This is an optimization exercise on Yosys and OpenROAD, whose aim is small area and a short achievable clock period, not a production implementation. The RTL was checked by simulation tests, not by an equivalence proof against the original design.

File: design/flow/design.v
module pc_main(clk,rst,j_sele,pc_sele,adr_in,funct,neg,zer,ovf,car,label,pc_out);
 input clk,rst,j_sele,pc_sele;
 input [8:0] adr_in,label;
 input [2:0] funct;
 input neg,zer,ovf,car;
 reg [7:0] pc;
 output [7:0] pc_out;
 wire [7:0] incr;
 always@(posedge clk, posedge rst)
 begin
 if(rst==1)
 	pc<=0;
 else if(j_sele==0 & pc_sele==0)
 	pc<=incr;
 else if(j_sele==1 & pc_sele==0)
 	pc<=pc+adr_in;
 else if(j_sele==0 & pc_sele==1)
	if (funct==1 && neg==1)
 	pc<=label;
	else if (funct==2 && zer==1)
 	pc<=label;
	else if (funct==3 && ovf==1)
 	pc<=label;
	else if (funct==4 && car==1)
 	pc<=label;
	else
 	pc<=incr;
 end
 assign incr=pc+1;
 assign pc_out=pc;
 endmodule
module intruc_memory (clk,rst,pc_in,instr_in,instruction_out);
 input clk,rst;
 input [7:0] pc_in;
 input [15:0] instr_in;
 reg [15:0] instruction;
 output [15:0] instruction_out;
 assign instruction_out=instruction;
 always @(posedge clk, posedge rst)
 begin
if(rst==1)
instruction<=0;
else
 instruction<=instr_in;
 end
 endmodule
module signextend(clk,const_in,const_out);
 input clk;
 input [5:0] const_in;
 reg [15:0] const_internal;
 output [15:0] const_out;
 always@(*)
 begin
 if(const_in[5]==0)
 const_internal=const_in|16'h0000;
 else
 const_internal=const_in|32704;
 end
 assign const_out=const_internal;
 endmodule
module data_mem(clk,rst,wr_en,read_en,data_in,address,data_out);
 input clk,rst;
 input wr_en,read_en;
 input [15:0] data_in,address;
 reg [15:0] data_internal;
 output [15:0] data_out;
 reg [15:0] ram [9:0];
 integer k;
always@(posedge clk, posedge rst)
begin
if (rst==1)
for(k=0; k<10;k=k+1)
 begin
 ram[k]<=k+16384;
 end
 else if(wr_en==1 && address<10)
 ram[address]<=data_in;
end
always@(*)
begin
if(read_en==1 && address<10)
 data_internal=ram[address];
else
 data_internal=0;
end
 assign data_out=data_internal;
 endmodule
module alu(clk,rst,var_1,rt_in,constant_in,shamtt,funct,opco,zer,neg,car,ovf,constant_en,result_out,hi_out,lo_out);
 input clk,rst;
 input [15:0] var_1,rt_in;
 input [15:0] constant_in;
 input constant_en;
 input [2:0] shamtt,funct;
 input zer,neg,car,ovf;
 input [3:0] opco;
 reg [16:0] result,hi,lo;
 output [16:0] result_out,hi_out,lo_out;
 reg [15:0] var_2;
 assign result_out=result; assign hi_out=hi; assign lo_out=lo; 
always@(*)
 begin
 if(constant_en==0)
 	var_2=rt_in;
 else
 	var_2=constant_in;
 end
 always@(*)
 begin
 result=0;
 {hi,lo}=var_1*var_2;
 if (opco==0 && funct==0)
 	result=var_1+var_2;
 else if (opco==0 && funct==1 && neg==1)
 	result=var_1+var_2;
 else if (opco==0 && funct==2 && zer==1)
 	result=var_1+var_2;
 else if(opco==1)
 	result=var_1<<shamtt;
 else if(opco==2)
 	result=var_1>>shamtt;
 else if(opco==3)
 	result=var_1|var_2;
 else if(opco==4)
 	result=var_1&var_2;
 else if(opco==5)
 	result=var_1+var_2;
 else if(opco==7)
 	result=var_1+var_2;
 else if(opco==8)
 	result=var_1+var_2;
 end
 endmodule
module decoder (clk,instruction,neg,zer,opcode_d,rs_d,rt_d,rd_d,shamt_d,funct_d,constant_d,address_d,const_en_d, write_en_d,read_en_d,write_en2_d,j_sel_d,pc_sel_d,output_sel_d,hilo_en_d);
 input clk;
 input [15:0] instruction;
 input neg,zer;
 wire [3:0] opcode; wire [3:0] opcodee;
 output [3:0] opcode_d;
 wire [2:0] rs,rd,shamt,funct;
 reg [2:0] rt;
 output [2:0] rs_d,rt_d,rd_d,shamt_d,funct_d;
 wire [5:0] constant;
 output [5:0] constant_d;
 wire [8:0] address;
 output [8:0] address_d;
 reg const_en, write_en, write_en2,j_sel,pc_sel,read_en,hilo_en;
 output const_en_d, write_en_d, write_en2_d,read_en_d,j_sel_d,pc_sel_d,hilo_en_d;
 reg [3:0] output_sel;
 output [3:0] output_sel_d;
 assign opcode_d=opcodee;
 assign rs_d=rs; assign rt_d=rt; assign rd_d=rd; assign shamt_d=shamt;
 assign constant_d=constant;
 assign address_d=address;
 assign const_en_d=const_en; assign write_en_d=write_en; assign write_en2_d=write_en2; assign j_sel_d=j_sel; assign pc_sel_d=pc_sel;
 assign output_sel_d=output_sel;
 assign read_en_d=read_en;
 assign hilo_en_d=hilo_en;
 assign funct_d=funct;
 assign opcode=instruction[3:0];
 always @(*)
 	begin 
 	output_sel=-1;
 	const_en=0;
 	write_en=0;
 	write_en2=0;
 	j_sel=0;
 	pc_sel=0;
	read_en=0;
	hilo_en=0;
 	if ((opcode==0 && funct==0) || (opcode==0 && funct==1 && neg==1) || (opcode==0 && funct==2 && zer==1))
 		begin 
 		output_sel=1;
 		write_en2=1;
 		end 
 	else if (opcode==1| opcode==2| opcode==3 |opcode==4)
 		begin 
 		output_sel=1;
 		write_en2=1;
 		end 
	else if (opcode==10)
		begin
		hilo_en=1;
		end
 	else if (opcode==11)
 		begin 
 		output_sel=3;
 		write_en2=1;
 		end
 	else if (opcode==12)
 		begin
 		output_sel=2;
 		write_en2=1;
 		end
	else if (opcode==5)
		begin
 		output_sel=1;
 		const_en=1;
 		write_en2=1;
		end
	else if (opcode==6)
		begin
 		output_sel=4;
 		write_en2=1;
		end
	else if (opcode==7)
		begin
 		output_sel=0;
 		const_en=1;
 		write_en2=1;
		read_en=1;
		end
	else if (opcode==8)
		begin
 		const_en=1;
 		write_en=1;
		end
	else if (opcode==9 && funct==0)
		begin
 		j_sel=1;
		end
	else if (opcode==9 && funct>0)
		begin
 		pc_sel=1;
		end
 end
assign opcodee=instruction[3:0];
assign rd=instruction[6:4];
assign rs=instruction[9:7];
always@(*)
begin
if (opcode==8)
 rt=rd;
else
 rt=instruction[12:10];
end
assign shamt=instruction[15:13];
assign constant=instruction[15:10];
assign address=instruction[12:4];
assign funct=instruction[15:13];
 endmodule
module regfile(clk,rst,rs_loc,rt_loc,rd_loc,alu_data,hi_data,lo_data,constant_data,ram_data,out_sel,writesignal,hilo_en,rs_out,rt_out,rd_out); 
input [2:0] rs_loc,rt_loc,rd_loc;
 input clk,rst,hilo_en;
 input [16:0] alu_data,hi_data,lo_data;
 input [15:0] constant_data,ram_data;
 input [3:0] out_sel;
 input writesignal;
 output [15:0] rs_out,rt_out,rd_out;
 reg [15:0] rs_internal,rt_internal;
 reg [15:0] hi_r,lo_r;
 reg [15:0] rd_data;
 reg [15:0] registers[7:0];
 integer i;
 always@(posedge clk,posedge rst)
 begin
 	if(rst==1)
 	for(i=0; i<8;i=i+1)
 	begin
 	registers[i]<=0;
 	end
	else if(writesignal==1)
 	registers[rd_loc]<=rd_data;
 end
 always@(posedge clk,posedge rst)
 begin
 	if(rst==1)
 	begin
	hi_r<=0;
	lo_r<=0;
	end
	else if (hilo_en==1)
	begin
	hi_r<=hi_data[15:0];
	lo_r<=lo_data[15:0];
	end
 end
always@(*)
begin
rs_internal=registers[rs_loc];
rt_internal=registers[rt_loc];
end
 assign rs_out=rs_internal;
 assign rt_out=rt_internal;
 assign rd_out=rd_data;
 always@(*)
 begin
 if(out_sel==0)
 	rd_data=ram_data;
 else if(out_sel==1)
 	rd_data=alu_data[15:0];
 else if(out_sel==2)
 	rd_data=hi_r;
 else if(out_sel==3)
 	rd_data=lo_r;
 else if(out_sel==4)
 	rd_data=constant_data;
 else
 	rd_data=0;
 end
 endmodule
module statusr(clock,reset,opc,funct,alu_ans,hi_ans,lo_ans,sr_out);
input clock,reset;
input [16:0] alu_ans,hi_ans,lo_ans;
input [3:0] opc;
input [2:0] funct;
reg [3:0] flags;
reg z_out,n_out,ca_out,of_out,upd;
output [15:0] sr_out;
assign sr_out={12'b0,flags};
always@(*)
begin
upd=0; z_out=0; n_out=0; ca_out=0; of_out=0;
if((opc==0 && (funct==0 || (funct==1 && flags[2]==1) || (funct==2 && flags[3]==1))) || opc==1 || opc==2 || opc==3 || opc==4 || opc==5)
begin
upd=1;
z_out=(alu_ans==0);
n_out=(alu_ans[16:15]==1);
ca_out=(opc==0 && alu_ans[16]==1);
of_out=alu_ans[16];
end
else if(opc==10)
begin
upd=1;
z_out=(hi_ans==0 && lo_ans==0);
n_out=(hi_ans[16:15]==1) || (hi_ans==0 && lo_ans[16:15]==1);
ca_out=0;
of_out=hi_ans[16];
end
end
always@(posedge clock,posedge reset)
begin
if(reset==1)
flags<=0;
else if(upd==1)
flags<={z_out,n_out,ca_out,of_out};
end
endmodule
module processor(clock,reset,imem_addr,imem_data,wb_en,wb_addr,wb_data,flags);
input clock,reset;
output [7:0] imem_addr;
input [15:0] imem_data;
output wb_en;
output [2:0] wb_addr;
output [15:0] wb_data;
output [3:0] flags;
wire jumpselect,pcselect; wire [8:0] adrsin; wire [7:0] counter; wire [15:0] srout; wire [2:0] functd;
pc_main progrmcountr(clock,reset,jumpselect,pcselect,adrsin,functd,srout[2],srout[3],srout[0],srout[1],adrsin,counter);
wire [15:0] instructionout;
intruc_memory instructionsmemory(clock,reset,counter,imem_data,instructionout);
wire [3:0] opc; wire [2:0] rss,rtt,rdd,shamtd; wire [5:0] cons;
wire consten,writeen,writeen2,readen,hiloen; wire [3:0] outputselect;
decoder decoding(clock,instructionout,srout[2],srout[3],opc,rss,rtt,rdd,shamtd,functd,cons,adrsin,consten,writeen,readen,writeen2,jumpselect,pcselect,outputselect,hiloen);
wire [15:0] constout;
signextend signextension(clock,cons,constout);
wire [16:0] arithlu,hid,lod; wire [15:0] memdata,oper1,oper2,rddata;
regfile registerfilee(clock,reset,rss,rtt,rdd,arithlu,hid,lod,constout,memdata,outputselect,writeen2,hiloen,oper1,oper2,rddata);
alu mathlogic(clock,reset,oper1,oper2,constout,shamtd,functd,opc,srout[3],srout[2],srout[1],srout[0],consten,arithlu,hid,lod);
data_mem datasmemory(clock,reset,writeen,readen,oper2,arithlu[15:0],memdata);
statusr statusregister(clock,reset,opc,functd,arithlu,hid,lod,srout);
assign imem_addr=counter;
assign wb_en=writeen2;
assign wb_addr=rdd;
assign wb_data=rddata;
assign flags=srout[3:0];
endmodule
File: design/flow/run.sh
#!/bin/bash
# synth_recipe.tcl (not shown) runs the flow's synth.tcl, then flattens the netlist and writes it again
# the make line also repeats each setting of config.mk as NAME=value (left out here)
make -C /OpenROAD-flow-scripts/flow DESIGN_CONFIG=/design/flow/config.mk WORK_HOME=/design/flow/orfs CLKGATE_MAP_FILE= SYNTH_SCRIPT=/design/flow/synth_recipe.tcl finish
File: design/flow/config.mk
export PLATFORM = sky130hd
export DESIGN_NAME = processor
export DESIGN_NICKNAME = processor
export VERILOG_FILES = /design/flow/design.v
export SDC_FILE = /design/flow/constraint.sdc
export NUM_CORES = 4
export LEC_CHECK = 0
export CAP_MARGIN = 20
export CORE_MARGIN = 2
export CORE_UTILIZATION = 35
export SLEW_MARGIN = 20
File: design/flow/constraint.sdc
create_clock -name core_clock -period 11.0 [get_ports {clock}]
set_input_delay 2.2000 -clock core_clock [delete_from_list [all_inputs] [get_ports {clock}]]
set_output_delay 2.2000 -clock core_clock [all_outputs]
set_load 0.01 [all_outputs]
==> results.tsv, run 1 <==
metric	value	unit
status	timing/DRC/antenna clean	
port_buffers	49	
max_cap_viol_count	0	
grt_max_degree	140	
finalHoldViolations	0	
die_y	296.9	µm
syn-num-nets	3586	
post-route-period-util	96.90	%
synthArstFlopShare	100.0	%
rows	107	
synth_simple_gate_area_share	14.45	%
synth_cell_type_count	119	
synth_top_area_share	26.83	%
final_antenna_net_count	0	
vias	26150	
gp_congestion	1.028	
crit_path_max_fanout	19	
reg2reg_setup_slack	390	ps
dpl.cell_count	4336	
root_buffer	clkbuf_16	
synth_top_family_by_area	adder cells	
reg2reg_depth	33	
hpwl	87.30	mm
area_delta_synth_final	11.13	%
crit_path_end	wb_data[10]	
firstDrtPassIters	8	
cts_buffers	37	
cts_hold_buf	0	
period_minus_slack	10660	ps
layout_common_cells	371 x nand2_1, 319 x dfrtp_1, 303 x nor2_1	
synthMuxAreaShare	12.14	%
synth-adder-area-share	19.06	%
cp-end-kind	output port	
worstHoldPathType	reg2reg	
wire_per_inst	26.44	µm
fin_tns_setup	0	ps
synth_area	0.03004	mm²
fmax	93.82	MHz
critPathKind	reg2out	
htreeDepth	2	
cts.sinks	347	
start_util	35.27	%
ys.warnings.count	10	
crit_start	instructionsmemory.instruction[2]$_DFF_PP0_	
syn_avg_cell_area	9.305	µm²
layout-drive-gt1-share	16.88	%
antenna_found_initial	2	
drt_iter0_drc	2783	
nFillCells	8616	
ios	50	
setup_violations	0	
overflow	0	
cts_tree	built	
fin_nets	3593	
dieArea	0.08817	mm²
worstPathArrival	8460	ps
synth_xor_area_share	1.254	%
maxSlewViolCount	0	
synth-seq-cells	347	
crit_family	simple AND/OR/NAND/NOR gates	
coreArea	0.08515	mm²
crit_path_top_delay_cell	or4_1	
timing.rr.end	statusregister.flags[2]$_DFFE_PP0P_	
grt_pass1_wl	173.1	mm
drc_errors	0	
wl	116.6	mm
cp_slowest_stage_delay	630	ps
holdPathStages	2	
r2r_start	instructionsmemory.instruction[2]$_DFF_PP0_	
crit_path_start_kind	register	
synth_edf_count	0	
cts_buffer_depth	3	
ys.flop_type	dfrtp_1	
fp.dieW	296.9	µm
path_depth	26	
ys_seq_area_share	29.01	%
cp.required	8800	ps
final_common_cell	nand2_1	
worst_pin_slew	1147	ps
slew_headroom	23.54	%
yosys.area.top_type	dfrtp_1	
clk_pin_slew_worst_paths	60	ps
final_cells	4410	
grt_pass1_vias	26070	
groute.usage.overall	25.96	%
grt_setup_unrepaired	no	
viasPerCell	5.929	
crit_buf_inv	5	
clock_latency	560	ps
finalClockSkew	22.48	ps
synthCells	3228	
synth.top_cells.by_area	dfrtp_1 27%, fa_1 13%, mux2_2 8.9%, ha_1 6.0%, nand2_1 4.6%	
synth-compound-area-share	16.79	%
## cells in the mapped netlist, types with 12 or more instances
cell / n
nand2_1: 371
dfrtp_1: 322
nor2_1: 303
inv_1: 295
mux2_2: 238
fa_1: 196
a21oi_1: 174
ha_1: 144
clkbuf_1: 109
o21ai_0: 107
mux2i_1: 65
nand3_1: 58
o22ai_1: 46
nor3_1: 36
a21o_1: 35
buf_2: 35
nand2b_1: 28
xnor2_1: 26
buf_4: 25
dfstp_2: 25
a22oi_1: 24
a211oi_1: 22
o211ai_1: 21
a221oi_1: 20
o31ai_1: 18
o21a_1: 17
o221ai_1: 17
xor2_1: 17
a22o_1: 16
buf_1: 16
nand4_1: 16
a31oi_1: 15
nor2b_1: 15
buf_6: 14
mux2_1: 14
o22a_1: 13
o32ai_1: 13
or3_1: 13
and3_1: 12
## logic make-up after synthesis
kind of cell / after synthesis
AO/OA/AOI/OAI: 715
XOR/XNOR: 43
buffers and inverters: 515
multiplexers: 324
AND/OR/NAND/NOR: 944
flip-flops: 347
adder cells (fa/ha/maj): 340
## how the worst min path moves through the flow
stage                                              end                               start
global route         datasmemory.ram[8][4]$_DFFE_PP0P_   datasmemory.ram[8][4]$_DFFE_PP0P_
CTS                 registerfilee.hi_r[12]$_DFFE_PP0P_  registerfilee.hi_r[12]$_DFFE_PP0P_
detailed placement  registerfilee.hi_r[12]$_DFFE_PP0P_  registerfilee.hi_r[12]$_DFFE_PP0P_
floorplan           registerfilee.hi_r[12]$_DFFE_PP0P_  registerfilee.hi_r[12]$_DFFE_PP0P_
finish              registerfilee.hi_r[12]$_DFFE_PP0P_  registerfilee.hi_r[12]$_DFFE_PP0P_
global placement    registerfilee.hi_r[12]$_DFFE_PP0P_  registerfilee.hi_r[12]$_DFFE_PP0P_
## worst reg2reg max path, delay by kind of cell (launching register included)
family / cells / cell delay, ps
adders and majority gates: 7 / 3390
and+or+nand+nor: 7 / 2380
DFF: 1 / 400
muxes: 1 / 440
AOI/OAI and AO/OA: 11 / 2120
xor gates and xnor gates: 1 / 220
buffers and inverters: 6 / 1620
## final cells by class
| cell class | count | area, µm² | share of cell area (%) |
|---|---|---|---|
| Multi-Input combinational cell | 2366 | 19290 | 57.79 |
| Inverter | 315 | 1199 | 3.591 |
| Clock inverter | 12 | 173.9 | 0.5211 |
| Tap cell | 1144 | 1431 | 4.288 |
| Antenna cell | 2 | 5.005 | 0.01499 |
| Timing Repair Buffer | 168 | 1441 | 4.318 |
| Sequential cell | 347 | 8718 | 26.12 |
| Clock buffer | 56 | 1120 | 3.355 |
## timing repair
action	in CTS	in global routing
setup buffers	0	3
endpoints found under the setup margin	0	15
gates resized for setup	0	11
## metal layers
| metal | vias up | routed length (µm) | global-route usage, % |
|---|---|---|---|
| met5 | - | 13 | 0 |
| met3 | 334 | 9752 | 4.235 |
| met1 | 13160 | 48760 | 35.19 |
| met2 | 1375 | 51720 | 40.15 |
| li1 | 11280 | - | - |
| met4 | 2 | 6357 | 12.95 |
## state kept, by name, summed over array words and instances (netlist names)
register,count
registerfilee.lo_r,16
datasmemory.ram,160
instructionsmemory.instruction,16
statusregister.flags,4
registerfilee.registers,128
progrmcountr.pc,8
registerfilee.hi_r,15
## stage by stage
| stage | setup WS [ps] | util (%) | hold slack, ps | cell area [µm²] |
|---|---|---|---|---|
| CTS | 90.88 | 39.04 | 485.5 | 33240 |
| floorplan | 1885 | - | 444.7 | 30040 |
| global placement | 435.9 | 37.51 | 462.1 | 31940 |
| global route | 24.24 | 39.19 | 504.8 | 33370 |
| detailed placement | 603.9 | 37.52 | 471.5 | 31950 |
| finish | 341.2 | 39.20 | 484.5 | 33380 |
==> inputs of run 2 (changes only) <==
==> design/flow/design.v (replaced) <==
module processor(clock,reset,imem_addr,imem_data,wb_en,wb_addr,wb_data,flags);
input clock,reset;
output [7:0] imem_addr;
input [15:0] imem_data;
output wb_en;
output [2:0] wb_addr;
output [15:0] wb_data;
output [3:0] flags;
reg [7:0] pc;
reg [15:0] ir;
reg [3:0] fl;             
reg [15:0] rf [0:7];
reg [7:0] rv;
reg [15:0] dm [0:9];
reg [9:0] dv;
reg [14:0] hi;
reg [15:0] lo;
reg hlv;
wire [3:0] op = ir[3:0];
wire [2:0] rd = ir[6:4];
wire [2:0] rs = ir[9:7];
wire [2:0] rt = (op == 4'd8) ? rd : ir[12:10];
wire [2:0] f  = ir[15:13];
wire [5:0] c6 = ir[15:10];
wire [15:0] sx = {1'b0, {9{c6[5]}}, c6};
wire fZ = fl[3], fN = fl[2], fC = fl[1], fV = fl[0];
wire [15:0] A  = rv[rs] ? rf[rs] : 16'd0;
wire [15:0] Bt = rv[rt] ? rf[rt] : 16'd0;
wire isimm = (op == 4'd5) | (op == 4'd7) | (op == 4'd8);
wire [15:0] B = isimm ? sx : Bt;
wire [16:0] sum = {1'b0, A} + {1'b0, B};
wire [16:0] shl = {1'b0, A} << f;
wire [15:0] shr = A >> f;
wire addok = (op == 4'd0) & ((f == 3'd0) | ((f == 3'd1) & fN) | ((f == 3'd2) & fZ));
reg [16:0] res;
always @* begin
  case (op)
    4'd1: res = shl;
    4'd2: res = {1'b0, shr};
    4'd3: res = {1'b0, A | Bt};
    4'd4: res = {1'b0, A & Bt};
    default: res = sum;
  endcase
end
wire [15:0] addr = sum[15:0];
wire inr = (addr < 16'd10);
wire [3:0] a4 = addr[3:0];
wire [15:0] mword = dv[a4] ? dm[a4] : {12'h400, a4};
wire [15:0] mdata = inr ? mword : 16'd0;
wire [31:0] P = A * Bt;
reg [15:0] wd;
always @* begin
  case (op)
    4'd6:  wd = sx;
    4'd7:  wd = mdata;
    4'd11: wd = hlv ? lo : 16'd0;
    4'd12: wd = hlv ? {1'b0, hi} : 16'd0;
    default: wd = res[15:0];
  endcase
end
wire we = addok | (op == 4'd1) | (op == 4'd2) | (op == 4'd3) | (op == 4'd4) |
          (op == 4'd5) | (op == 4'd6) | (op == 4'd7) | (op == 4'd11) | (op == 4'd12);
wire setfl = addok | (op == 4'd1) | (op == 4'd2) | (op == 4'd3) | (op == 4'd4) | (op == 4'd5);
integer k;
always @(posedge clock) begin
  if (we) rf[rd] <= wd;
  if ((op == 4'd8) & inr) dm[a4] <= Bt;
  if (op == 4'd10) begin
    hi <= P[31:17];
    lo <= P[15:0];
  end
end
always @(posedge clock, posedge reset) begin
  if (reset) begin
    rv <= 8'd0;
    dv <= 10'd0;
    hlv <= 1'b0;
  end else begin
    if (we) rv[rd] <= 1'b1;
    if ((op == 4'd8) & inr) dv[a4] <= 1'b1;
    if (op == 4'd10) hlv <= 1'b1;
  end
end
always @(posedge clock, posedge reset) begin
  if (reset)
    fl <= 4'd0;
  else if (setfl)
    fl <= {res == 17'd0, res[16:15] == 2'b01, (op == 4'd0) & res[16], res[16]};
  else if (op == 4'd10)
    fl <= {P == 32'd0, (P[31:16] == 16'd0) & P[15], 2'b00};
end
wire brc = (op == 4'd9) & (((f == 3'd1) & fN) | ((f == 3'd2) & fZ) | ((f == 3'd3) & fV) | ((f == 3'd4) & fC));
wire jmp = (op == 4'd9) & (f == 3'd0);
always @(posedge clock, posedge reset) begin
  if (reset) begin
    pc <= 8'd0;
    ir <= 16'd0;
  end else begin
    ir <= imem_data;
    if (jmp) pc <= pc + ir[11:4];
    else if (brc) pc <= ir[11:4];
    else pc <= pc + 8'd1;
  end
end
assign imem_addr = pc;
assign wb_en = we;
assign wb_addr = rd;
assign wb_data = wd;
assign flags = fl;
endmodule
==> run 2 against run 1 <==
Compared with the run above:
- die area fell by 9.0%
- maximum frequency increased by 1.2%
- worst setup slack improved by 130 ps
- final cell count is 16% lower
- sequential share of layout area increased by 8.9 points
- flip-flop and latch count is 19 higher
- routed wire length shrank 17%
- first-iteration DRC count shrank 27%
- register-to-register slack improved by 450 ps
- clock-buffer cell count unchanged
- worst hold slack got worse by 17 ps
==> results.tsv, run 2 <==
metric	value	unit	change
clock_latency	570	ps	was 560 ps
final_antenna_net_count	0		unchanged
crit_path_start_kind	register		unchanged
start_util	35.31	%	was 35.27%
critPathKind	reg2out		unchanged
grt_pass1_wl	143.6	mm	was 173.1 mm
wl	96.37	mm	was 116.6 mm
finalClockSkew	31.78	ps	was 22.48 ps
ys_top_cells_by_count	375 x nand2_1, 319 x edfxtp_1, 266 x inv_1		was 371 x nand2_1, 322 x dfrtp_1, 303 x nor2_1
cts_tree	built		unchanged
wire_per_inst	26.01	µm	was 26.44 µm
clk_pin_slew_worst_paths	60	ps	about the same
nFillCells	7475		was 8616
fmax	94.96	MHz	was 93.82 MHz
groute.usage.overall	23.94	%	was 25.96%
coreArea	0.07734	mm²	was 0.08515 mm²
cp-end-kind	output port		unchanged
setup_violations	0		unchanged
grt_setup_unrepaired	no		unchanged
synth-seq-cells	366		was 347
syn-num-nets	2916		was 3586
syn_avg_cell_area	10.64	µm²	was 9.305 µm²
crit_path_top_delay_cell	o21ai_0		was or4_1
ys_seq_area_share	39.38	%	was 29.01%
cts.sinks	366		was 347
maxSlewViolCount	0		unchanged
max_cap_viol_count	0		unchanged
layout-drive-gt1-share	11.14	%	was 16.88%
worst_pin_slew	1093	ps	was 1147 ps
area_delta_synth_final	12.55	%	was 11.13%
firstDrtPassIters	8		unchanged
synth_top_area_share	35.08	%	was 26.83%
path_cells	nor4b_4 > buf_12 > mux2_2 > mux2_2 > a211oi_2 > buf_4 > nand3_1 > o21ai_0 > ha_1 > a21o_1 > a22oi_1 > a211oi_1 > o21bai_1 > a211o_1 > o311ai_0 > nor4_1 > and4_1 > nor2b_1 > buf_4 > a221oi_1 > a21oi_1 > buf_4 > clkdlybuf4s50_1		
final_common_cell	nand2_1		unchanged
die_y	283.3	µm	was 296.9 µm
viasPerCell	5.676		was 5.929
cts_buffers	40		was 37
root_buffer	clkbuf_16		unchanged
synthArstFlopShare	12.84	%	was 100.0%
grt_max_degree	55		was 140
fin_tns_setup	0	ps	unchanged
status	timing/DRC/antenna clean		unchanged
n_antenna_cell	0		was 2
overflow	0		unchanged
fin_nets	2985		was 3593
cp_slowest_stage_delay	620	ps	was 630 ps
drc_errors	0		unchanged
drt_iter0_drc	2041		was 2783
path_common_cell	buf_4		
cts_buffer_depth	3		unchanged
synthCells	2566		was 3228
synthMostInstantiatedCell	nand2_1		unchanged
dieArea	0.08028	mm²	was 0.08817 mm²
antenna_found_initial	2		unchanged
rows	102		was 107
slew_headroom	27.14	%	was 23.54%
worstPathArrival	8330	ps	was 8460 ps
fp.dieW	283.3	µm	was 296.9 µm
post-place-ws	709.0	ps	was 603.9 ps
layout_common_cells	375 x nand2_1, 319 x edfxtp_1, 265 x inv_1		was 371 x nand2_1, 319 x dfrtp_1, 303 x nor2_1
reg2reg_setup_slack	840	ps	was 390 ps
synth_area	0.02731	mm²	was 0.03004 mm²
synth.top_cells.by_area	edfxtp_1 35%, fa_1 14%, ha_1 6.2%, nand2_1 5.2%, mux4_2 4.9%		was dfrtp_1 27%, fa_1 13%, mux2_2 8.9%, ha_1 6.0%, nand2_1 4.6%
ios	50		unchanged
synth_cell_type_count	85		was 119
post-route-period-util	95.73	%	was 96.90%
fin_ws	469.6	ps	was 341.2 ps
port_buffers	49		unchanged
synth_edf_count	319		was 0
grt_pass1_vias	21440		was 26070
vias	21030		was 26150
reg.largest.list	dm: 160 flops, rf: 128 flops		was datasmemory.ram: 160 flops, registerfilee.registers: 128 flops
finalHoldViolations	0		unchanged
yosys.area.top_type	edfxtp_1		was dfrtp_1
largest_reg_flops	160		unchanged
gp_congestion	1.038		was 1.028
crit_path_max_fanout	15		was 19
htreeDepth	2		unchanged
period_minus_slack	10530	ps	was 10660 ps
ys.warnings.count	1		was 10
worstHoldPathType	reg2reg		unchanged
ys.flop_type	edfxtp_1		was dfrtp_1
regMostFlops	dm		was datasmemory.ram
cp.required	8800	ps	about the same
hpwl	71.81	mm	was 87.30 mm
[run 2: cell count changes in the layout (fill, tap and decap cells not counted), sizes merged, moves of 36 or more]
cell | previous run | this run
a21oi | 174 | 74
dfrtp | 322 | 47
edfxtp | 0 | 319
inv | 308 | 272
mux2 | 252 | 24
mux4 | 7 | 59
nor2 | 307 | 243
o22ai | 48 | 6
[run 2: logic make-up (layout without fill, tap and decap cells)]
group / count (synthesis) / count (layout) / share of synthesized area [%]
fa+ha+maj: 332 / 332 / 20.60
buf+inv: 410 / 509 / 5.960
simple gates: 818 / 818 / 12.98
compound gates: 435 / 435 / 10.99
xor+xnor: 56 / 56 / 1.796
flops: 366 / 366 / 39.38
mux: 149 / 149 / 8.288
[run 2: path summary, 6_finish.rpt]
kind                              startpoint                 to  cells after the start
setup / recovery             ir[1]$_DFF_PP0_         wb_data[7]                     23
hold / removal             dv[0]$_DFFE_PP0P_  dv[0]$_DFFE_PP0P_                      1
setup reg to reg             ir[1]$_DFF_PP0_  fl[3]$_DFFE_PP0P_                     32
hold reg to reg            dv[0]$_DFFE_PP0P_  dv[0]$_DFFE_PP0P_                      1
max in group asynchronous              reset    ir[9]$_DFF_PP0_                      3
min in group asynchronous              reset    ir[4]$_DFF_PP0_                      3
[run 2: through the flow]
step | instances | hold slack, ps | util (%) | instance area (µm²)
finish | 3705 | 468.0 | 39.74 | 30740
global route | 3705 | 483.2 | 39.74 | 30740
CTS | 3704 | 469.6 | 39.68 | 30690
detailed placement | 3632 | 456.6 | 38.05 | 29430
global placement | 3632 | 437.9 | 38.05 | 29430
floorplan | 2566 | 423.3 | - | 27310
[run 2: repair_timing]
item                       CTS  global route
hold buffers                 0             0
buffers inserted             0             1
gates resized for setup      0             7
setup endpoints to repair    0            12
[run 2: metal layers]
metal / track usage (%) / wire (µm)
met1: 32.17 / 39720
met2: 37.92 / 44270
met3: 4.066 / 7495
met4: 10.94 / 4853
met5: 0 / 28
[run 2: final cells by class]
cell class                      instances  area [µm²]  share of cell area, %
Inverter                              280        1051                  3.419
Multi-Input combinational cell       1790       15040                  48.94
Clock buffer                           56        1112                  3.619
Timing Repair Buffer                  157        1326                  4.315
Tap cell                             1040        1301                  4.233
Clock inverter                         16       145.1                 0.4722
Sequential cell                       366       10760                  35.00
[run 2: critical path: cells and delay by family (launching register included)]
family                     cells  cell delay (ps)
adders and majority gates      1              430
DFF                            1              560
and+or+nand+nor                5             1780
buffers and inverters          5             1510
AOI/OAI and AO/OA             10             2650
muxes                          2              810

## what the ideal ports hide
How much do the figures lean on ideal ports? The routed layouts below were timed once more, with nothing changed but the port constraints.
Step 1, drivers: a clkbuf_16 drives clock and a buf_2 each remaining input, both assumed.
Step 2, shift: input delay + t, output delay - t, t = (earliest + latest rising clock arrival at the registers) / 2. This alone moves slack from input paths to output paths.
Slacks: ideal / step 1 / step 2; pairs: ideal / step 1.
run	t, ns	setup slack, ns	hold WS [ns]	worst register clock-pin slew, ns	cell pins on the clock port's net
run 1	0.611	0.341 / 0.283 / 0.387	0.485 / 0.485 / 0.485	0.07 / 0.07	1
run 2	0.621	0.470 / 0.404 / 0.843	0.468 / 0.468 / 0.468	0.07 / 0.07	1
After both steps setup and hold are still met in every run listed.
